Background: an optimization exercise with open tools, aiming at small area and a short achievable clock period. Do not read the settings as production practice.
The RTL was checked by simulation tests, not by an equivalence proof against the original design.

## flow/design.v (module list and top-level ports; edited modules follow where they fit)
// module iir_fa: 4 lines
// module iir_ha: 4 lines
// module iir_gp: 4 lines
// module iir_g: 3 lines
// module iir_gpn: 4 lines
// module iir_gn: 3 lines
// module iir_gpi: 4 lines
// module iir_gi: 3 lines
// module iir_nor: 3 lines
// module iir_nand: 3 lines
// module iir_andn: 3 lines
// module iir_gpa: 4 lines
// module iir_ga: 3 lines
// module iir_mj: 3 lines
// module iir_mx: 3 lines
// module iir_fg: 6 lines
// module iir_an: 3 lines
// module iir_xo: 3 lines
// module iir_xn: 3 lines
// module iir_or: 3 lines
// module pipelined_iir: 10484 lines
module pipelined_iir(clk, reset, x, y);
  // ...
==> flow/flow/run.sh <==
#!/bin/bash
set -euo pipefail
export SETUP_SLACK_MARGIN=16
bash standard.sh MATCH_CELL_FOOTPRINT=0 IO_CONSTRAINTS=$PWD/flow/io.tcl  finish > standard.log 2>&1
==> flow/flow/io.tcl <==
# data pins in one ordered group on the bottom edge: y[i] next to the x bits that feed it most
set_io_pin_constraint -group -order -region bottom:* -pin_names {x[0] x[1] x[2] x[3] x[4] x[5] x[6] x[7] x[8] x[9] x[10] y[0] x[11] y[1] x[12] y[2] x[13] y[3] x[14] y[4] x[15] y[5] x[16] y[6] x[17] y[7] x[18] y[8] x[19] y[9] x[20] y[10] x[21] y[11] x[22] y[12] x[23] y[13] x[24] y[14] x[25] y[15] x[26] y[16] x[27] y[17] x[28] y[18] x[29] y[19] x[30] y[20] x[31] y[21] y[22] y[23] y[24] y[25] y[26] y[27] y[28] y[29] y[30] y[31]}
==> flow/standard.sh <==
#!/bin/bash
# synth_recipe.tcl (not shown) runs the flow's synth.tcl, then flattens the netlist and writes it again
# the make line also repeats each setting of config.mk as NAME=value (left out here)
make -C /OpenROAD-flow-scripts/flow DESIGN_CONFIG=/design/flow/config.mk WORK_HOME=/design/flow/orfs CLKGATE_MAP_FILE= SYNTH_SCRIPT=/design/flow/synth_recipe.tcl "${@:-finish}"
==> flow/config.mk <==
export PLATFORM = sky130hd
export DESIGN_NAME = pipelined_iir
export DESIGN_NICKNAME = pipelined_iir
export VERILOG_FILES = /design/flow/design.v
export SDC_FILE = /design/flow/constraint.sdc
export NUM_CORES = 8
export LEC_CHECK = 0
export CAP_MARGIN = 40
export CORE_MARGIN = 2
export CORE_UTILIZATION = 60
export PLACE_DENSITY = 0.8
export SLEW_MARGIN = 40
export SYNTH_HIERARCHICAL = 1
export SYNTH_MINIMUM_KEEP_SIZE = 0
export TNS_END_PERCENT = 0
==> flow/constraint.sdc <==
create_clock -name core_clock -period 32.0 [get_ports {clk}]
set_input_delay 6.4000 -clock core_clock [delete_from_list [all_inputs] [get_ports {clk}]]
set_output_delay 6.4000 -clock core_clock [all_outputs]
set_load 0.01 [all_outputs]
==> results.toml, run 1 <==
[routing]
first_pass_iters = 9
wl_met2_mm = 244.7
routed.top_layer = "met5"

[placed_design]
gp_congestion = 1.091
portBuffers = 65
placed_area_um2 = 154400

[setup_path]
end_kind = "primary output"
path_delay_family = "adder cells"
startpoint = "x[1]"
cp.required_ns = 25.60
worstSetupStartpointType = "input pin"
path_class = "in2out"

[grt]
gr-usage-met1_pct = 56.26
grt_pass1_wl_mm = 836.3
antenna_found_initial = 35
grt_util_met2_pct = 69.49

[final_layout]
largest_cell_class = "multi-input combinational cells"
fin_nets = 17020
multi_input_area_um2 = 123600
seq_cell_count = 905
n_antenna_cell = 38
buf_share_pct = 4.409
multi_input_area_share_pct = 76.02

[logic_synthesis]
synth.area.top_cells = "fa_1, dfxtp_1, ha_1, inv_1, xor2_1"
synth_edf_count = 0
post_synth_instance_area_um2 = 145100
synth_compound_area_share_pct = 3.973
synth.largest_area_cell = "fa_1"

[sta]
fin_crit_sh_pct = 51.34

[worst_hold_path]
min_path_type = "reg2reg"

[die]
die_h_um = 495.8
die_w_um = 495.8

[run_status]
status = "timing/DRC/antenna clean"

[clock_network]
clk_path_buf_depth = 3
==> run 2, diff against run 1 <==
--- a/flow/config.mk
+++ b/flow/config.mk
@@ -10,2 +10,4 @@
 export CORE_UTILIZATION = 60
+export CTS_CLUSTER_DIAMETER = 140
+export CTS_CLUSTER_SIZE = 20
 export PLACE_DENSITY = 0.8
==> results.toml, run 2 <==
[run_status]
status = "timing/DRC/antenna clean"

[logic_synthesis]
synth_common_cells = "fa_1, inv_1, dfxtp_1"
syn_inst = 10900
synth.area.top_cells = "fa_1, dfxtp_1, ha_1, inv_1, xor2_1"
ys.flop_type = "dfxtp_1"
seq_area_frac_synth_pct = 12.48
avgSynthCellArea_um2 = 13.32
ys_seq_elements = 905
ys_warn_count = 7
ys_async_sr_fraction_pct = 0
ys_types = 70
post_synth_instance_area_um2 = 145100
synth.largest_area_cell = "fa_1"
yosysMostFrequentCell = "fa_1"
synth_edf_count = 0
synth_top_area_share_pct = 62.14

[setup_path]
worstSetupStartpointType = "input pin"
timing.rr.end = "w4[59]"
startpoint = "x[28]"
end_kind = "primary output"
r2r_start = "qr[14]"
worstPathArrival_ns = 10.02
endpoint = "y[31]"
cp.required_ns = 25.60
rrSetupSlack_ns = 16.92
path_max_fanout = 10
rr_worst_depth = 41
path_class = "in2out"

[grt]
grt_pass1_vias = 109000
grt.overflow.total = 0
antenna_found_initial = 46
grt_pass1_wl_mm = 825.7
grt_usage_pct = 50.05
busiest_layer = "met2"
grt_util_met2_pct = 69.16
use_met3_pct = 26.28
grt_max_degree = 90
gr-usage-met1_pct = 56.51

[clock_network]
path_clk_slew_ns = 0.08
clk_path_buf_depth = 3
cts_sinks = 905
cts_buffers = 53
cts_tree = "yes"
root_buffer = "clkbuf_16"
cts_hold_buf = 0
htree_levels = 2
clk_latency_ns = 0.87

[placed_design]
gp_congestion = 1.091
portBuffers = 65
dpl.hpwl_mm = 436.9

[routing]
ant_nets = 0
wl_per_cell_um = 39.54
drt_drc_violations_left = 0
vias_per_cell = 6.647
drt_iter0_drc = 11140
num_vias = 98810
first_pass_iters = 10
drt-total-wl_mm = 587.7

[die]
die_h_um = 495.8
start_util_pct = 60.34
die_area_um2 = 245800
core_um2 = 240500
placementRows = 180
ioPinCount = 66
die_w_um = 495.8

[sta]
rsz0062_at_grt = "true"
max_clock_freq_mhz = 60.91
setup_violations = 0
slew-limit-headroom_pct = 31.56
slew_viol_final = 0
tns_ns = 0
hold_slack_ns = 0.3678
worstMarginPinSlew_ns = 1.022
finClkSkew_ns = 0.07038
hold_violations = 0
fin_crit_sh_pct = 51.30
final.min_clock_period_ns = 16.42

[final_layout]
final_cell_mix = "fa_1, inv_1, dfxtp_1"
syn_to_final_growth_pct = 10.15
drive_gt1_share_pct = 14.07
fill_cells = 17020
fin_nets = 16950
final_common_cell = "fa_1"

[run]
cap_violations = 0

[worst_hold_path]
min_path_type = "reg2reg"
## run 2: cell counts after synthesis
No cell type changed its count.
## run 2: cell type report
| type | instances | area [um^2] | area share [%] |
|---|---|---|---|
| diodes | 36 | 90.09 | 0.05635 |
| clock buffers | 58 | 1376 | 0.8610 |
| clock inverters | 12 | 186.4 | 0.1166 |
| inverters | 1412 | 5315 | 3.325 |
| multi-input cells | 8532 | 123600 | 77.30 |
| flip-flops and latches | 905 | 18190 | 11.38 |
| well taps | 3185 | 3985 | 2.493 |
| repair buffers | 725 | 7148 | 4.472 |
## run 2: how the worst min path moves through the flow
stage,startpoint,end,cells past startpoint
6_report,w4[0],w3[0],1
4_1_cts,w4[0],w3[0],1
5_1_grt,w6[1],w5[1],1
3_5_place_dp,w4[2],w3[2],1
2_1_floorplan,w4[0],w3[0],1
3_3_place_gp,w8[2],w7[2],1
## run 2: per-module statistics from Yosys (local to each module, per instance), a selection
module,cells inside,flip-flops and latches
iir_xo,1,0
iir_gpn,2,0
iir_or,1,0
iir_andn,1,0
iir_gpa,2,0
iir_gi,1,0
iir_nor,1,0
iir_xn,1,0
iir_mj,1,0
iir_ga,1,0
iir_fa,1,0
pipelined_iir,3874,905
iir_ha,1,0
iir_g,1,0
## run 2: what timing repair did
item / 4_1_cts / 5_1_grt
buffers inserted: 127 / 12
gates resized for setup: 482 / 34
setup endpoints to repair: 68 / 67
pin swaps: 98 / 28
gates cloned: 48 / 1
## run 2: metal layers
layer / part of all wire (%) / wire (um)
met5: 0.12 / 678
met4: 12 / 71950
met3: 16 / 93720
met2: 41 / 242300
met1: 30 / 179100
## run 2: kinds of logic after synthesis
logic type      synth area share (%)
xor+xnor                       4.538
fa+ha+maj                      70.44
other cells                 0.002584
flops                          12.48
compound gates                 3.973
buf+inv                        3.901
simple gates                   4.663
## run 2: critical path: stages
cell	delay, ns
buf_2	0.18
buf_12	0.18
maj3_2	0.33
maj3_2	0.35
xor2_1	0.18
xor2_1	0.30
xor2_1	0.22
ha_2	0.31
buf_4	0.16
a21oi_2	0.16
o21ai_2	0.07
a21oi_2	0.15
o21ai_4	0.10
a21o_4	0.24
buf_12	0.17
a21oi_4	0.16
xnor2_1	0.14
buf_4	0.19
## run 2: per-stage QoR
stage | area, um^2 | std cells | util (%) | setup slack (ns)
CTS | 159300 | 14810 | 66.21 | 15.68
global placement | 154000 | 14560 | 64.01 | 13.70
floorplan | 145200 | 10910 | - | 15.94
detailed placement | 154400 | 14570 | 64.17 | 13.62
finish | 159900 | 14870 | 66.46 | 15.58
global route | 159800 | 14830 | 66.42 | 15.42
==> run 3, diff against run 2 <==
--- a/flow/config.mk
+++ b/flow/config.mk
@@ -10,3 +10,3 @@
 export CORE_UTILIZATION = 60
-export CTS_CLUSTER_DIAMETER = 140
+export CTS_CLUSTER_DIAMETER = 100
 export CTS_CLUSTER_SIZE = 20
==> results.toml, run 3 <==
[logic_synthesis]
synth_edf_count = 0
yosysMostFrequentCell = "fa_1"
ys_async_sr_fraction_pct = 0
syn_inst = 10900
synth_common_cells = "fa_1, inv_1, dfxtp_1"
ys.flop_type = "dfxtp_1"
ys_warn_count = 7
ys_seq_elements = 905
synth.area.top_cells = "fa_1, dfxtp_1, ha_1, inv_1, xor2_1"
avgSynthCellArea_um2 = 13.32
seq_area_frac_synth_pct = 12.48
synth_top_area_share_pct = 62.14
ys_types = 70
post_synth_instance_area_um2 = 145100
synth.largest_area_cell = "fa_1"

[setup_path]
path_max_fanout = 5
path_class = "in2out"
worstPathArrival_ns = 10.00
worst_path_max_delay_cell = "ha_1"
startpoint = "x[31]"
worstSetupStartpointType = "input pin"
r2r_start = "qr[14]"
cp_cell_sequence = "clkbuf_2 -> buf_12 -> clkinvlp_4 -> buf_6 -> maj3_2 -> maj3_2 -> maj3_2 -> xor2_1 -> xor2_1 -> ha_1 -> a21oi_2 -> o21ai_4 -> a21oi_4 -> buf_6 -> o21ai_4 -> buf_4 -> a21oi_4 -> xnor2_2 -> buf_6"
cp.required_ns = 25.60
cp_slowest_stage_delay_ns = 0.36
end_kind = "primary output"

[sta]
tns_ns = 0
slew-limit-headroom_pct = 32.94
max_clock_freq_mhz = 60.97
finClkSkew_ns = 0.04578
rsz0062_at_grt = "true"
fin_crit_sh_pct = 51.25
worstMarginPinSlew_ns = 1.001
slew_viol_final = 0
hold_violations = 0
setup_violations = 0
final.min_clock_period_ns = 16.40

[routing]
first_pass_iters = 10
routed.top_layer = "met5"
wl_per_cell_um = 39.50
drt-total-wl_mm = 589.5
num_vias = 98380
drt_iter0_drc = 11490
wl_met1_mm = 178.8
ant_nets = 0
vias_per_cell = 6.592
drt_drc_violations_left = 0
wl_met2_mm = 241.9
wl_met3_mm = 93.62

[die]
die_h_um = 495.8
die_area_um2 = 245800
core_um2 = 240500
die_w_um = 495.8
placementRows = 180
start_util_pct = 60.34
ioPinCount = 66

[placed_design]
portBuffers = 65
gp_congestion = 1.091
dpl.hpwl_mm = 436.9

[clock_network]
cts_sinks = 905
clk_latency_ns = 0.82
htree_levels = 3
cts_tree = "yes"
clk_path_buf_depth = 3
cts_hold_buf = 0
root_buffer = "clkbuf_16"
cts_buffers = 74
path_clk_slew_ns = 0.09

[final_layout]
drive_gt1_share_pct = 14.42
fin_nets = 16960
final_common_cell = "fa_1"
fin_util_pct = 66.77
syn_to_final_growth_pct = 10.66
final_cell_mix = "fa_1, inv_1, dfxtp_1"

[grt]
grt_pass1_vias = 109500
antenna_found_initial = 47
grt_usage_pct = 50.35
grt_max_degree = 90
grt.overflow.total = 0
grt_pass1_wl_mm = 829.4

[run]
cap_violations = 0

[run_status]
status = "timing/DRC/antenna clean"

[worst_hold_path]
min_path_type = "reg2reg"
hold_start = "w6[1]"
-- run 3: cell counts after synthesis --
Identical to the previous run, type by type.
-- run 3: kinds of logic (layout without fill, tap and decap cells) --
family                   count (synthesis)  count (layout)  synth area share, %
AO/OA/AOI/OAI                          780             781                3.973
XOR/XNOR                               752             752                4.538
adder cells (fa/ha/maj)               5488            5488                70.44
buffers and inverters                 1476            2263                3.901
flip-flops                             905             905                12.48
other                                    1              53             0.002584
AND/OR/NAND/NOR                       1496            1496                4.663
-- run 3: what timing repair did --
action                                  CTS  global route
setup buffers                           128            12
gates cloned                             46             1
pin swaps                                97            20
gates resized for setup                 482            25
endpoints found under the hold margin     0             0
endpoints found under the setup margin   68            67
-- run 3: metrics by stage --
step	instance area, um^2	setup WS (ns)	cells	hold WS [ns]
2_1_floorplan	145200	15.94	10910	0.3434
3_3_place_gp	154000	13.70	14560	0.3507
3_5_place_dp	154400	13.62	14570	0.3477
4_1_cts	160100	15.68	14870	0.3636
5_1_grt	160500	15.43	14890	0.3726
6_report	160600	15.60	14920	0.3574
-- run 3: cell type report --
class	instances	area (um^2)
inverter	1412	5315
fill	16990	79940
tap	3185	3985
timing repair buffer	723	7116
clock inverter	49	504.2
antenna	38	95.09
sequential	905	18190
clock buffer	79	1902
multi-input combinational	8532	123500
-- run 3: metal layers --
metal / vias to the layer above / global-route usage (%)
met2: 8565 / 69.20
met1: 51190 / 56.25
met4: 47 / 44.40
met3: 3679 / 27.19
li1: 34900 / -
met5: - / 3.456
-- run 3: path summary, 6_finish.rpt --
path,endpoint,slack (ns),depth (start not counted)
worst min register to register,w5[1],0.36,1
worst max-delay path,y[28],15.60,19
worst max register to register,w4[59],16.95,41
worst min-delay path,w5[1],0.36,1
-- run 3: critical path: cells and delay by family --
kind,cells,cell delay (ns)
fa+ha+maj,4,1.37
compound gates,5,0.78
buf+inv,7,0.96
xor+xnor,3,0.48
-- run 3: Yosys stat by module (local to each module, per instance), a selection --
module | flops+latches | times used | area, um^2
iir_nor | 0 | 324 | 3.754
iir_gpn | 0 | 149 | 12.51
iir_nand | 0 | 365 | 3.754
iir_xo | 0 | 427 | 8.758
iir_ha | 0 | 476 | 12.51
iir_or | 0 | 71 | 6.256
==> run 4, diff against run 3 <==
--- a/flow/config.mk
+++ b/flow/config.mk
@@ -11,3 +11,3 @@
 export CTS_CLUSTER_DIAMETER = 100
-export CTS_CLUSTER_SIZE = 20
+export CTS_CLUSTER_SIZE = 24
 export PLACE_DENSITY = 0.8
==> results.toml, run 4 <==
[routing]
drt_drc_violations_left = 0
first_pass_iters = 8
drt_iter0_drc = 11540
num_vias = 98620
wl_per_cell_um = 39.60
ant_nets = 0
drt-total-wl_mm = 590.9
vias_per_cell = 6.610

[clock_network]
clk_latency_ns = 0.84
cts_buffers = 71
cts_sinks = 905
clk_path_buf_depth = 3
root_buffer = "clkbuf_16"
path_clk_slew_ns = 0.10
cts_tree = "yes"
htree_levels = 3

[logic_synthesis]
ys_types = 70
ys.flop_type = "dfxtp_1"
ys_seq_elements = 905
synth.largest_area_cell = "fa_1"
ys_async_sr_fraction_pct = 0
synth_common_cells = "fa_1, inv_1, dfxtp_1"
syn_inst = 10900
avgSynthCellArea_um2 = 13.32
seq_area_frac_synth_pct = 12.48
synth.area.top_cells = "fa_1, dfxtp_1, ha_1, inv_1, xor2_1"
synth_top_area_share_pct = 62.14
synth_edf_count = 0
yosysMostFrequentCell = "fa_1"
post_synth_instance_area_um2 = 145100
ys_warn_count = 7

[placed_design]
gp_congestion = 1.091
dpl.hpwl_mm = 436.9
portBuffers = 65
placed_area_um2 = 154400

[sta]
fin_crit_sh_pct = 51.25
slew-limit-headroom_pct = 32.78
setup_violations = 0
slew_viol_final = 0
hold_slack_ns = 0.3611
finClkSkew_ns = 0.06745
final.min_clock_period_ns = 16.40
tns_ns = 0
worstMarginPinSlew_ns = 1.008
rsz0062_at_grt = "true"
max_clock_freq_mhz = 60.98
hold_violations = 0

[die]
die_h_um = 495.8
die_area_um2 = 245800
die_w_um = 495.8
core_um2 = 240500
ioPinCount = 66
placementRows = 180
start_util_pct = 60.34

[worst_hold_path]
min_path_type = "reg2reg"
holdPathEnd = "w3[0]"
hold_start = "w4[0]"
hold-path-cell-count = 1

[setup_path]
path_class = "in2out"
timing.rr.end = "w4[59]"
end_kind = "primary output"
path_max_fanout = 10
worstSetupStartpointType = "input pin"
rrSetupSlack_ns = 16.80
cp.required_ns = 25.60
r2r_start = "qr[14]"
worstPathArrival_ns = 10.00
rr_worst_depth = 41

[final_layout]
fin_util_pct = 66.78
fin_nets = 16960
fill_cells = 16920
syn_to_final_growth_pct = 10.67
final_cell_mix = "fa_1, inv_1, dfxtp_1"
final_common_cell = "fa_1"
seq_area_um2 = 18190
drive_gt1_share_pct = 14.38
multi_input_area_um2 = 123500
post-route-cell-area_um2 = 160600

[grt]
grt_usage_pct = 50.39
grt_pass1_wl_mm = 830.1
grt_pass1_vias = 109600
antenna_found_initial = 46
grt_max_degree = 90
grt.overflow.total = 0

[run_status]
status = "timing/DRC/antenna clean"

[run]
cap_violations = 0
## run 4: final cells by class
class	count	area share, %
sequential	905	11.32
antenna	35	0.05453
inverter	1412	3.309
timing repair buffer	722	4.429
multi-input combinational	8532	76.87
clock buffer	74	1.119
clock inverter	54	0.4136
tap	3185	2.481
## run 4: stage by stage
stage,instances,worst slack (ns)
after floorplan,10910,15.94
after detailed placement,14570,13.62
after CTS,14870,15.68
after global placement,14560,13.70
after global routing,14890,15.43
final,14920,15.60
## run 4: cells by family after synthesis
group / count (synthesis) / share of synthesized area [%]
fa+ha+maj: 5488 / 70.44
simple gates: 1496 / 4.663
buf+inv: 1476 / 3.901
flops: 905 / 12.48
compound gates: 780 / 3.973
xor+xnor: 752 / 4.538
other cells: 1 / 0.002584
## run 4: worst max-delay path, cell delays in order
cell	delay, ns
clkbuf_4	0.18
buf_12	0.18
maj3_2	0.33
maj3_2	0.35
xor2_1	0.18
xor2_1	0.29
xor2_1	0.22
ha_2	0.31
buf_4	0.16
a21oi_2	0.15
o21ai_2	0.08
a21oi_2	0.16
o21ai_4	0.10
a21o_4	0.25
buf_12	0.17
a21oi_4	0.16
xnor2_1	0.14
buf_4	0.19
## run 4: per-layer routing
layer	global-route usage [%]	wire length (um)	vias up
met1	56.11	178600	51260
li1	-	-	34900
met3	27.36	93900	3819
met4	44.04	73250	59
met5	3.224	1305	-
met2	69.52	243800	8587
## run 4: worst max path at each step
stage                      from      to  slack [ns]  cells past startpoint
final                     x[28]   y[31]       15.60                     18
after global routing       x[0]  s1[36]       15.43                     41
after floorplan           x[18]   y[20]       15.94                     15
after detailed placement  x[31]   y[29]       13.62                     17
after global placement     x[6]   y[29]       13.70                     17
after CTS                 x[13]   y[31]       15.68                     18
## run 4: what timing repair did
| action | 4_1_cts | 5_1_grt |
|---|---|---|
| setup buffers | 128 | 11 |
| cloned | 46 | 1 |
| hold endpoints to repair | 0 | 0 |
| gates resized for setup | 482 | 25 |
| hold buffers | 0 | 0 |
| setup endpoints to repair | 68 | 67 |
| pin swaps | 98 | 16 |
## run 4: per-module statistics from Yosys (local to each module, per instance), excerpt
module / flip-flops and latches / area, um^2 / cells inside / times used
iir_gpi: 0 / 12.51 / 2 / 92
iir_gpn: 0 / 12.51 / 2 / 149
iir_fa: 0 / 20.02 / 1 / 4357
iir_g: 0 / 7.507 / 1 / 4
iir_xn: 0 / 8.758 / 1 / 66
iir_ga: 0 / 7.507 / 1 / 3
pipelined_iir: 905 / 37270 / 3874 / 1
iir_gi: 0 / 5.005 / 1 / 53
==> run 5, diff against run 4 <==
--- a/flow/config.mk
+++ b/flow/config.mk
@@ -11,4 +11,4 @@
 export CTS_CLUSTER_DIAMETER = 100
-export CTS_CLUSTER_SIZE = 24
-export PLACE_DENSITY = 0.8
+export CTS_CLUSTER_SIZE = 20
+export PLACE_DENSITY = 0.7
 export SLEW_MARGIN = 40
==> results.toml, run 5 <==
[clock_network]
cts_tree = "yes"
clk_latency_ns = 0.81
cts_buffers = 73
path_clk_slew_ns = 0.08
cts_sinks = 905
htree_levels = 3
clk_path_buf_depth = 3
root_buffer = "clkbuf_16"

[run_status]
status = "timing/DRC/antenna clean"

[placed_design]
gp_congestion = 1.095
dpl.hpwl_mm = 462.1
portBuffers = 65

[sta]
hold_violations = 0
final.min_clock_period_ns = 16.40
worstMarginPinSlew_ns = 0.9685
fin_crit_sh_pct = 51.27
rsz0062_at_grt = "true"
max_clock_freq_mhz = 60.96
tns_ns = 0
slew-limit-headroom_pct = 35.36
setup_violations = 0
hold_slack_ns = 0.3663
finClkSkew_ns = 0.05748
slew_viol_final = 0

[logic_synthesis]
ys.flop_type = "dfxtp_1"
synth_top_area_share_pct = 62.14
avgSynthCellArea_um2 = 13.32
synth.largest_area_cell = "fa_1"
ys_types = 70
synth_common_cells = "fa_1, inv_1, dfxtp_1"
ys_warn_count = 7
seq_area_frac_synth_pct = 12.48
ys_async_sr_fraction_pct = 0
synth_edf_count = 0
post_synth_instance_area_um2 = 145100
ys_seq_elements = 905
syn_inst = 10900
synth.area.top_cells = "fa_1, dfxtp_1, ha_1, inv_1, xor2_1"
yosysMostFrequentCell = "fa_1"

[final_layout]
fin_nets = 17000
final_common_cell = "fa_1"
fill_cells = 17730
syn_to_final_growth_pct = 11.10
final_cell_mix = "fa_1, inv_1, dfxtp_1"
seq_area_um2 = 18190
multi_input_area_um2 = 123800
drive_gt1_share_pct = 15.10

[routing]
ant_nets = 0
first_pass_iters = 6
vias_per_cell = 6.497
wl_per_cell_um = 40.53
drt_drc_violations_left = 0
drt-total-wl_mm = 606.9
drt_iter0_drc = 10430
num_vias = 97300

[grt]
grt_pass1_vias = 108100
grt_max_degree = 130
antenna_found_initial = 56
grt.overflow.total = 0
grt_pass1_wl_mm = 847.6
grt_usage_pct = 51.86

[setup_path]
path_class = "in2out"
worstSetupStartpointType = "input pin"
path_max_fanout = 8
worstPathArrival_ns = 10.00
rrSetupSlack_ns = 16.79
end_kind = "primary output"
cp.required_ns = 25.60

[die]
placementRows = 180
start_util_pct = 60.34
ioPinCount = 66
die_area_um2 = 245800
die_w_um = 495.8
die_h_um = 495.8
core_um2 = 240500

[run]
cap_violations = 0

[worst_hold_path]
min_path_type = "reg2reg"
## run 5: changes by cell type in the layout (fill, tap and decap cells not counted), sizes merged
cell	before	now
buf	648	692
diode	35	51
clkbuf	126	136
inv	1434	1427
bufinv	0	6
clkinv	26	21
clkinvlp	6	3
dlymetal6s2s	22	19
a21oi	328	327
## run 5: routing by layer
metal,wire (um),GRT usage (%),vias to the layer above
li1,-,-,35000
met1,190600,59.28,51250
met2,257500,73.26,7872
met3,85680,24.27,3146
met4,72490,45.10,36
met5,669,0.3475,-
## run 5: stage by stage
step / worst slack [ns] / utilization [%] / instance area (um^2) / cells
floorplan: 15.94 / - / 145200 / 10910
global placement: 13.58 / 64.13 / 154300 / 14590
detailed placement: 13.61 / 64.31 / 154700 / 14590
CTS: 15.65 / 66.71 / 160500 / 14890
global route: 15.45 / 66.99 / 161100 / 14930
finish: 15.60 / 67.04 / 161200 / 14980
## run 5: modules after synthesis (local to each module, per instance), excerpt
| module | times used | flip-flops and latches |
|---|---|---|
| iir_gpa | 15 | 0 |
| iir_gi | 53 | 0 |
| pipelined_iir | 1 | 905 |
| iir_ga | 3 | 0 |
| iir_nand | 365 | 0 |
| iir_ha | 476 | 0 |
| iir_xn | 66 | 0 |
| iir_fa | 4357 | 0 |
## run 5: logic make-up after synthesis
| kind of cell | synth area share [%] |
|---|---|
| other cells | 0.002584 |
| compound gates | 3.973 |
| simple gates | 4.663 |
| buf+inv | 3.901 |
| fa+ha+maj | 70.44 |
| xor+xnor | 4.538 |
| flops | 12.48 |
## run 5: layout make-up
class / count / share of cell area, %
multi-input cells: 8531 / 76.81
repair buffers: 764 / 4.495
flip-flops and latches: 905 / 11.28
clock buffers: 83 / 1.176
clock inverters: 45 / 0.3895
well taps: 3185 / 2.472
diodes: 51 / 0.07915
inverters: 1412 / 3.296
## run 5: repair_timing
| action | 4_1_cts | 5_1_grt |
|---|---|---|
| gates resized for setup | 485 | 53 |
| buffers inserted | 132 | 29 |
| pin swaps | 113 | 71 |
| gates cloned | 39 | 1 |
| setup endpoints to repair | 67 | 67 |
| hold buffers | 0 | 0 |
## run 5: path summary, 6_finish.rpt
| path | start | to | cells after the start |
|---|---|---|---|
| max reg2reg | qr[8] | w4[59] | 42 |
| min reg2reg | w6[2] | w5[2] | 1 |
| min | w6[2] | w5[2] | 1 |
| max | x[5] | y[25] | 18 |
## run 5: worst max-delay path: stages
cell	delay (ns)
buf_4	0.16
buf_12	0.16
xor2_1	0.14
xor2_1	0.18
maj3_2	0.34
maj3_2	0.35
xor2_2	0.20
xor2_2	0.29
ha_4	0.28
a21oi_4	0.15
o21ai_4	0.09
a21oi_4	0.23
o21ai_4	0.11
a21o_4	0.26
buf_12	0.17
a21oi_4	0.16
xnor2_1	0.14
buf_4	0.18
==> run 6, diff against run 5 <==
==> flow/flow/run.sh (replaced) <==
#!/bin/bash
set -euo pipefail
export SETUP_SLACK_MARGIN=16
bash standard.sh MATCH_CELL_FOOTPRINT=0 IO_CONSTRAINTS=$PWD/flow/io.tcl finish > standard.log 2>&1
--- a/flow/config.mk
+++ b/flow/config.mk
@@ -10,5 +10,3 @@
 export CORE_UTILIZATION = 60
-export CTS_CLUSTER_DIAMETER = 100
-export CTS_CLUSTER_SIZE = 20
-export PLACE_DENSITY = 0.7
+export PLACE_DENSITY = 0.8
 export SLEW_MARGIN = 40
==> results.toml, run 6 <==
[worst_hold_path]
holdPathEnd = "w5[1]"
hold-path-cell-count = 1
min_path_type = "reg2reg"
hold_start = "w6[1]"

[sta]
hold_slack_ns = 0.3627
final.min_clock_period_ns = 16.43
slew_viol_final = 0
tns_ns = 0
worstMarginPinSlew_ns = 1.005
slew-limit-headroom_pct = 32.93
rsz0062_at_grt = "true"
max_clock_freq_mhz = 60.87
hold_violations = 0
setup_violations = 0
fin_crit_sh_pct = 51.34
finClkSkew_ns = 0.08803

[routing]
drt-total-wl_mm = 594.4
drt_drc_violations_left = 0
ant_nets = 0
vias_per_cell = 6.598
first_pass_iters = 9
num_vias = 99110
drt_iter0_drc = 11870
wl_per_cell_um = 39.57

[grt]
busiest_layer = "met2"
grt_pass1_vias = 110600
grt_max_degree = 90
grt_usage_pct = 50.75
grt.overflow.total = 0
gr-usage-met1_pct = 56.26
grt_pass1_wl_mm = 836.3
antenna_found_initial = 35
use_met3_pct = 27.95
grt_util_met2_pct = 69.49

[setup_path]
timing.rr.end = "w9[47]"
cp_cell_sequence = "buf_8 -> buf_12 -> maj3_2 -> maj3_2 -> maj3_2 -> xor2_1 -> xor2_1 -> ha_1 -> a21oi_2 -> o21ai_4 -> a21oi_4 -> o21ai_4 -> a21o_4 -> buf_12 -> a21oi_4 -> xnor2_1 -> buf_4"
path_delay_family = "adder cells"
crit_top_cell = "maj3_2"
path_max_fanout = 8
cp.required_ns = 25.60
rr_worst_depth = 38
worstPathArrival_ns = 10.03
rrSetupSlack_ns = 17.17
startpoint = "x[1]"
worst_path_max_delay_cell = "maj3_2"
crit_buf_inv = 4
end_kind = "primary output"
cp_slowest_stage_delay_ns = 0.35
r2r_start = "qr[10]"
path_class = "in2out"
worstSetupStartpointType = "input pin"

[final_layout]
final_common_cell = "fa_1"
syn_to_final_growth_pct = 12.03
drive_gt1_share_pct = 15.12
fin_nets = 17020
final_cell_mix = "fa_1, inv_1, dfxtp_1"

[clock_network]
cts_tree = "yes"
htree_levels = 3
clk_path_buf_depth = 3
cts_buffers = 117
cts_sinks = 905
root_buffer = "clkbuf_16"
cts_hold_buf = 0
path_clk_slew_ns = 0.06
clk_latency_ns = 0.91

[logic_synthesis]
avgSynthCellArea_um2 = 13.32
ys.flop_type = "dfxtp_1"
ys_async_sr_fraction_pct = 0
ys_warn_count = 7
post_synth_instance_area_um2 = 145100
seq_area_frac_synth_pct = 12.48
ys_seq_elements = 905
synth_edf_count = 0
synth.area.top_cells = "fa_1, dfxtp_1, ha_1, inv_1, xor2_1"
yosysMostFrequentCell = "fa_1"
syn_inst = 10900
synth_common_cells = "fa_1, inv_1, dfxtp_1"
synth.largest_area_cell = "fa_1"
ys_types = 70
synth_top_area_share_pct = 62.14

[die]
placementRows = 180
start_util_pct = 60.34
die_h_um = 495.8
ioPinCount = 66
core_um2 = 240500
die_area_um2 = 245800
die_w_um = 495.8

[placed_design]
gp_congestion = 1.091
dpl.hpwl_mm = 436.9
portBuffers = 65

[run]
cap_violations = 0

[run_status]
status = "timing/DRC/antenna clean"
==> run 6: per-stage QoR <==
step / cells / instance area (um^2) / setup WS [ns] / utilization (%)
3_3_place_gp: 14560 / 154000 / 13.70 / 64.01
2_1_floorplan: 10910 / 145200 / 15.94 / -
5_1_grt: 14990 / 162500 / 15.47 / 67.57
6_report: 15020 / 162600 / 15.57 / 67.60
4_1_cts: 14960 / 161900 / 15.68 / 67.30
3_5_place_dp: 14570 / 154400 / 13.62 / 64.17
==> run 6: per-module statistics from Yosys (local to each module, per instance), a selection <==
module / flip-flops and latches / cells / cell area, um^2
iir_xn: 0 / 1 / 8.758
iir_nand: 0 / 1 / 3.754
iir_or: 0 / 1 / 6.256
pipelined_iir: 905 / 3874 / 37270
iir_mj: 0 / 1 / 11.26
iir_g: 0 / 1 / 7.507
==> run 6: layer usage <==
layer	wire length, um	part of all wire [%]
met1	179800	30
met2	244700	41
met3	95040	16
met4	72940	12
met5	1893	0.32
==> run 6: worst max-delay path by stage <==
stage / slack (ns) / end / cells past startpoint
after floorplan: 15.94 / y[20] / 15
after global placement: 13.70 / y[29] / 17
after detailed placement: 13.62 / y[29] / 17
after CTS: 15.68 / y[31] / 18
after global routing: 15.47 / s1[49] / 41
final: 15.57 / y[23] / 17
==> run 6: final cells by class <==
| class | instances | area, um^2 |
|---|---|---|
| Fill cell | 16580 | 77930 |
| Sequential cell | 905 | 18190 |
| Inverter | 1412 | 5319 |
| Clock inverter | 57 | 948.4 |
| Tap cell | 3185 | 3985 |
| Clock buffer | 159 | 3286 |
| Timing Repair Buffer | 734 | 7168 |
| Multi-Input combinational cell | 8532 | 123600 |
| Antenna cell | 38 | 95.09 |
==> run 6: logic make-up (layout without fill, tap and decap cells) <==
family,after synthesis,count (layout),synth area share [%]
XOR/XNOR,752,752,4.538
AO/OA/AOI/OAI,780,781,3.973
buffers and inverters,1476,2362,3.901
flip-flops,905,905,12.48
AND/OR/NAND/NOR,1496,1496,4.663
adder cells (fa/ha/maj),5488,5488,70.44
other,1,53,0.002584
==> run 6: repair_timing <==
| action | 4_1_cts | 5_1_grt |
|---|---|---|
| setup endpoints to repair | 67 | 68 |
| gates resized for setup | 482 | 48 |
| pin swaps | 103 | 47 |
| setup buffers | 133 | 21 |
| cloned | 43 | 1 |
==> run 7, diff against run 6 <==
--- a/flow/config.mk
+++ b/flow/config.mk
@@ -10,2 +10,4 @@
 export CORE_UTILIZATION = 60
+export CTS_CLUSTER_DIAMETER = 100
+export CTS_CLUSTER_SIZE = 20
 export PLACE_DENSITY = 0.8
==> results.toml, run 7 <==
[run]
cap_violations = 0

[placed_design]
gp_congestion = 1.091
portBuffers = 65
dpl.hpwl_mm = 436.9

[final_layout]
fin_nets = 16960
multi_input_area_um2 = 123500
syn_to_final_growth_pct = 10.66
fin_util_pct = 66.77
final_common_cell = "fa_1"
drive_gt1_share_pct = 14.42
seq_area_um2 = 18190
final_cell_mix = "fa_1, inv_1, dfxtp_1"
fill_cells = 16990

[die]
core_um2 = 240500
ioPinCount = 66
die_area_um2 = 245800
placementRows = 180
die_w_um = 495.8
start_util_pct = 60.34
die_h_um = 495.8

[run_status]
status = "timing/DRC/antenna clean"

[clock_network]
cts_hold_buf = 0
htree_levels = 3
cts_tree = "yes"
cts_buffers = 74
clk_latency_ns = 0.82
cts_sinks = 905
root_buffer = "clkbuf_16"
path_clk_slew_ns = 0.09
clk_path_buf_depth = 3

[logic_synthesis]
ys_seq_elements = 905
post_synth_instance_area_um2 = 145100
synth.largest_area_cell = "fa_1"
ys_warn_count = 7
synth_edf_count = 0
synth.area.top_cells = "fa_1, dfxtp_1, ha_1, inv_1, xor2_1"
avgSynthCellArea_um2 = 13.32
ys.flop_type = "dfxtp_1"
synth_top_area_share_pct = 62.14
ys_types = 70
synth_common_cells = "fa_1, inv_1, dfxtp_1"
syn_inst = 10900
ys_async_sr_fraction_pct = 0
seq_area_frac_synth_pct = 12.48
yosysMostFrequentCell = "fa_1"

[grt]
grt_pass1_vias = 109500
grt_usage_pct = 50.35
grt.overflow.total = 0
grt_max_degree = 90
grt_pass1_wl_mm = 829.4
antenna_found_initial = 47

[sta]
max_clock_freq_mhz = 60.97
tns_ns = 0
fin_crit_sh_pct = 51.25
final.min_clock_period_ns = 16.40
hold_violations = 0
worstMarginPinSlew_ns = 1.001
rsz0062_at_grt = "true"
slew_viol_final = 0
setup_violations = 0
finClkSkew_ns = 0.04578
slew-limit-headroom_pct = 32.94

[routing]
drt_drc_violations_left = 0
ant_nets = 0
vias_per_cell = 6.592
wl_per_cell_um = 39.50
num_vias = 98380
drt-total-wl_mm = 589.5
first_pass_iters = 10
drt_iter0_drc = 11490

[setup_path]
path_class = "in2out"
cp_cell_sequence = "clkbuf_2 -> buf_12 -> clkinvlp_4 -> buf_6 -> maj3_2 -> maj3_2 -> maj3_2 -> xor2_1 -> xor2_1 -> ha_1 -> a21oi_2 -> o21ai_4 -> a21oi_4 -> buf_6 -> o21ai_4 -> buf_4 -> a21oi_4 -> xnor2_2 -> buf_6"
cp_slowest_stage_delay_ns = 0.36
worstSetupStartpointType = "input pin"
worstPathArrival_ns = 10.00
end_kind = "primary output"
path_max_fanout = 5
worst_path_max_delay_cell = "ha_1"
cp.required_ns = 25.60

[worst_hold_path]
min_path_type = "reg2reg"
-- run 7: Yosys stat by module, one instance, submodules excluded, a selection --
module,copies in the design,cells
pipelined_iir,1,3874
iir_andn,39,1
iir_gpa,15,2
iir_gp,32,2
iir_gpi,92,2
iir_gpn,149,2
iir_xo,427,1
iir_xn,66,1
iir_gn,57,1
iir_ga,3,1
iir_or,71,1
iir_gi,53,1
iir_nor,324,1
-- run 7: area by class of cell --
class,count,share of cell area [%]
flip-flops and latches,905,11.32
multi-input cells,8532,76.90
well taps,3185,2.481
diodes,38,0.05921
clock inverters,49,0.3140
clock buffers,79,1.184
inverters,1412,3.310
repair buffers,723,4.431
-- run 7: through the flow --
| step | worst slack [ns] | hold slack (ns) | std cells | area, um^2 |
|---|---|---|---|---|
| 2_1_floorplan | 15.94 | 0.3434 | 10910 | 145200 |
| 3_3_place_gp | 13.70 | 0.3507 | 14560 | 154000 |
| 3_5_place_dp | 13.62 | 0.3477 | 14570 | 154400 |
| 4_1_cts | 15.68 | 0.3636 | 14870 | 160100 |
| 5_1_grt | 15.43 | 0.3726 | 14890 | 160500 |
| 6_report | 15.60 | 0.3574 | 14920 | 160600 |
-- run 7: what timing repair did --
item / in CTS / in global routing
cloned: 46 / 1
endpoints found under the setup margin: 68 / 67
buffers inserted: 128 / 12
pin swaps: 97 / 20
gates resized for setup: 482 / 25
-- run 7: path summary, 6_finish.rpt --
path              startpoint  endpoint  slack, ns  depth (start not counted)
setup / recovery       x[31]     y[28]      15.60                         19
hold / removal         w6[1]     w5[1]       0.36                          1
setup reg to reg      qr[14]    w4[59]      16.95                         41
hold reg to reg        w6[1]     w5[1]       0.36                          1
-- run 7: worst max-delay path: cells and delay by family --
family	cells	cell delay, ns
compound gates	5	0.78
buf+inv	7	0.96
xor+xnor	3	0.48
fa+ha+maj	4	1.37
-- run 7: per-layer routing --
| layer | GRT usage [%] | up-vias | share of wire, % |
|---|---|---|---|
| li1 | - | 34900 | - |
| met1 | 56.25 | 51190 | 30 |
| met2 | 69.20 | 8565 | 41 |
| met3 | 27.19 | 3679 | 16 |
| met4 | 44.40 | 47 | 13 |
| met5 | 3.456 | - | 0.21 |
-- run 7: kinds of logic (layout without fill, tap and decap cells) --
kind of cell	count (synthesis)	count (layout)	synth area share (%)
simple gates	1496	1496	4.663
buf+inv	1476	2263	3.901
fa+ha+maj	5488	5488	70.44
xor+xnor	752	752	4.538
other cells	1	53	0.002584
flops	905	905	12.48
compound gates	780	781	3.973

-- what the ideal ports hide --
The results above use ideal ports. As a check the final layouts listed here were re-extracted and re-timed, cells and wires unchanged.
Step 1: set_driving_cell puts a clkbuf_16 on clk and a buf_2 on each other input, an assumption about the parent block.
Step 2 adds t to the input delays and takes it off the output delays; t is the mean of the earliest and latest rising clock arrival at the registers after step 1. Input paths then give back, and output paths get back, about the clock's delay inside the block.
Slacks: ideal ports / drivers / drivers and shift; pairs: ideal ports / drivers.
| run | t, ns | slack for setup (ns) | worst hold slack (ns) | clock arrival spread, ns | worst register clock-pin slew, ns |
|---|---|---|---|---|---|
| run 1 | 0.965 | 15.571 / 15.523 / 14.882 | 0.363 / 0.363 / 0.363 | 0.089 / 0.088 | 0.07 / 0.07 |
| run 2 | 0.935 | 15.584 / 15.542 / 14.831 | 0.368 / 0.368 / 0.368 | 0.071 / 0.072 | 0.12 / 0.12 |
| run 3 | 0.903 | 15.600 / 15.567 / 14.841 | 0.357 / 0.357 / 0.357 | 0.049 / 0.050 | 0.10 / 0.10 |
| run 4 | 0.904 | 15.600 / 15.549 / 14.875 | 0.361 / 0.361 / 0.361 | 0.074 / 0.074 | 0.11 / 0.11 |
| run 5 | 0.891 | 15.595 / 15.521 / 14.938 | 0.366 / 0.366 / 0.366 | 0.062 / 0.061 | 0.10 / 0.10 |
| run 6 | 0.965 | 15.571 / 15.523 / 14.882 | 0.363 / 0.363 / 0.363 | 0.089 / 0.088 | 0.07 / 0.07 |
| run 7 | 0.903 | 15.600 / 15.567 / 14.841 | 0.357 / 0.357 / 0.357 | 0.049 / 0.050 | 0.10 / 0.10 |
After both steps setup and hold are still met in every run listed.
